This is an optimization exercise on Yosys and OpenROAD, whose aim is small area, a short achievable clock period and few clock cycles per item, not a production implementation. In this exercise RTL edits were held to simulation tests only and were not proved equivalent to the original.

== v6 ==
## mmult
module mmult(
    input clk,
    input reset_n,
    input enable,
    input [0:9*8-1] A_mat,
    input [0:9*8-1] B_mat,
    output valid,
    output reg [0:9*17-1] C_mat
);
Size: roughly 300 flip-flops, roughly 300 I/O pins, ~27000 um2 of cells after synthesis.
==> flow/config.mk <==
export PLATFORM = sky130hd
export DESIGN_NAME = mmult
export DESIGN_NICKNAME = mmult
export VERILOG_FILES = /design/flow/design.v
export SDC_FILE = /design/flow/constraint.sdc
export NUM_CORES = 4
export LEC_CHECK = 0
export CAP_MARGIN = 20
export CORE_MARGIN = 2
export CORE_UTILIZATION = 40
export CTS_CLUSTER_DIAMETER = 150
export CTS_CLUSTER_SIZE = 20
export SLEW_MARGIN = 20
==> flow/constraint.sdc <==
create_clock -name core_clock -period 11.0 [get_ports {clk}]
set_input_delay 2.2000 -clock core_clock [delete_from_list [all_inputs] [get_ports {clk}]]
set_output_delay 2.2000 -clock core_clock [all_outputs]
set_load 0.01 [all_outputs]
standard.sh (not shown) runs the stock make flow with config.mk's settings and CLKGATE_MAP_FILE= SYNTH_SCRIPT=/design/flow/synth_recipe.tcl, a recipe that flattens the netlist after the stock synthesis.
==> flow/flow/run.sh <==
#!/bin/bash
# Standard layout, with these changes: Yosys's "abc -fast" pre-pass is skipped
# (so the full adders extract with clean polarity), the port buffers are the
# smallest plain buffer instead of the delay buffer buffer_ports picks, and
# timing repair aims for 6.7 ns of setup slack instead of 0.
export SYNTH_ARGS=-noabc
export BUFFER_PORTS_ARGS="-buffer_cell sky130_fd_sc_hd__buf_1"
export SETUP_SLACK_MARGIN=6.7
bash standard.sh > standard.log 2>&1
Testbench counts of v6, summed over its fixed seeds: cycles 2,048, items 512.
The inputs of v7 differ from those of v6 as listed below.
diff --git a/flow/design.v b/flow/design.v
--- a/flow/design.v
+++ b/flow/design.v
@@ -1624,12 +1624,12 @@
             A <= ~A_mat;
             B <= ~B_mat;
             cnt <= 2'd0;
             C_mat <= 153'd0;
         end else begin
             A <= {A[8:23], 8'hff, A[32:47], 8'hff, A[56:71], 8'hff};
-            B[0:47] <= B[24:71];
+            B <= {B[24:71], 24'hffffff};
             if (!valid) cnt <= cnt + 2'd1;
             C_mat <= {c00_s, c01_s, c02_s, c10_s, c11_s, c12_s, c20_s, c21_s, c22_s};
         end
     end
 endmodule
==> run notes <==
Floorplan die area, v7 vs v6: down slightly. Looking at v6 and v7, the cell count is a wash. When v7 is set beside v6, its worst slack at placement turns out to be 0.17 ns smaller. v7 -> v6: clock network latency to the later pin of the worst-skew pair flat. Global-route usage across v6 and v7: no real change.
Testbench counts of v7, summed over its fixed seeds: cycles 2,048, items 512.

---

The RTL this note starts from:
==> flow/design.v <==
module mmult(
    input clk,
    input reset_n,
    input enable,
    input [0:9*8-1] A_mat,
    input [0:9*8-1] B_mat,
    output reg valid,
    output reg [0:9*17-1] C_mat
);
    reg [0:71] A, B;
    wire [0:152] C;
    genvar i, j;
    generate
        for (i = 0; i < 3; i = i + 1) begin : row
            for (j = 0; j < 3; j = j + 1) begin : col
                assign C[(3*i+j)*17 +: 17] =
                    A[(3*i+0)*8 +: 8] * B[(0+j)*8 +: 8] +
                    A[(3*i+1)*8 +: 8] * B[(3+j)*8 +: 8] +
                    A[(3*i+2)*8 +: 8] * B[(6+j)*8 +: 8];
            end
        end
    endgenerate
    always @(posedge clk) begin
        if (!enable || !reset_n) begin
            A <= A_mat;
            B <= B_mat;
        end
        C_mat <= C;
        valid <= enable & reset_n;
    end
endmodule
export LEC_CHECK = 0
export CAP_MARGIN = 20
export CORE_MARGIN = 2
export CORE_UTILIZATION = 40
export SLEW_MARGIN = 20
create_clock -name core_clock -period 11.0 [get_ports {clk}]
run.sh (not shown) runs the stock make flow with config.mk's settings and CLKGATE_MAP_FILE= SYNTH_SCRIPT=/design/flow/synth_recipe.tcl, a recipe that flattens the netlist after the stock synthesis.
Stock flow here: none of the scripts above is used.
The first run produced a clean layout.
Testbench counts at the start, summed over its fixed seeds: cycles 1,024, items 512.
Then changed:
==> flow/design.v (replaced) <==
module mmult(
    input clk,  
    input reset_n,  
    input enable,  
    input [0:9*8-1] A_mat,  
    input [0:9*8-1] B_mat,  
    output valid,  
    output reg [0:9*17-1] C_mat  
);
    reg [0:71] A,B;
    reg [3:0] counter;
    wire [16:0] s0, s1, s2;
    assign s0 = A[0:7]*B[0:7]+A[8:15]*B[24:31]+A[16:23]*B[48:55];
    assign s1 = A[0:7]*B[8:15]+A[8:15]*B[32:39]+A[16:23]*B[56:63];
    assign s2 = A[0:7]*B[16:23]+A[8:15]*B[40:47]+A[16:23]*B[64:71];
    assign valid = ~|(counter^3);
    always @(posedge clk) begin
        if(!enable||!reset_n) begin
            A <= A_mat;
            B <= B_mat;
            C_mat <= 0;
            counter <= 0;
        end 
        else if(!valid) begin
            C_mat <= {C_mat[51:152], s0, s1, s2};
            A <= A<<24;
            counter <= counter + 1;
        end
    end
endmodule
=> The changed run passed the timing, DRC and antenna checks. Core utilization rises by 3.0 points. Die area falls by 55%. Cell count falls by 53%. Critical path depth is unchanged.
Testbench counts after the change, summed over its fixed seeds: cycles 2,048, items 512.

[port drivers added, routing unchanged]
The flow's constraints put no driver on any port. The routed layouts listed below were extracted and timed again, unchanged, in two steps. Step 1 (the two cells are an assumption about what drives the block):
set clk [get_ports {clk}]
set_driving_cell -lib_cell sky130_fd_sc_hd__clkbuf_16 $clk
set_driving_cell -lib_cell sky130_fd_sc_hd__buf_2 [delete_from_list [all_inputs] $clk]
Step 2 adds t to the input delays and takes it off the output delays; t is the mean of the earliest and latest rising clock arrival at the registers after step 1. Input paths then give back, and output paths get back, about the clock's delay inside the block. Three values: ideal ports, drivers, drivers and shift; two values: the first two.
| run | shift t [ns] | setup slack, ns | worst register clock-pin slew, ns |
|---|---|---|---|
| v6 | 0.607 | 6.785 / 6.785 / 6.503 | 0.11 / 0.11 |
| v7 | 0.613 | 6.794 / 6.794 / 6.346 | 0.10 / 0.10 |
| the first run of note 2 | 0.742 | 4.190 / 4.190 / 4.190 | 0.07 / 0.07 |
| the second run of note 2 | 0.628 | 4.277 / 4.277 / 4.277 | 0.06 / 0.06 |
After both steps every run listed still meets setup and hold. The setup slack of v7, which loses most, moves by 0.000 ns with the drivers and by -0.448 ns with both steps.
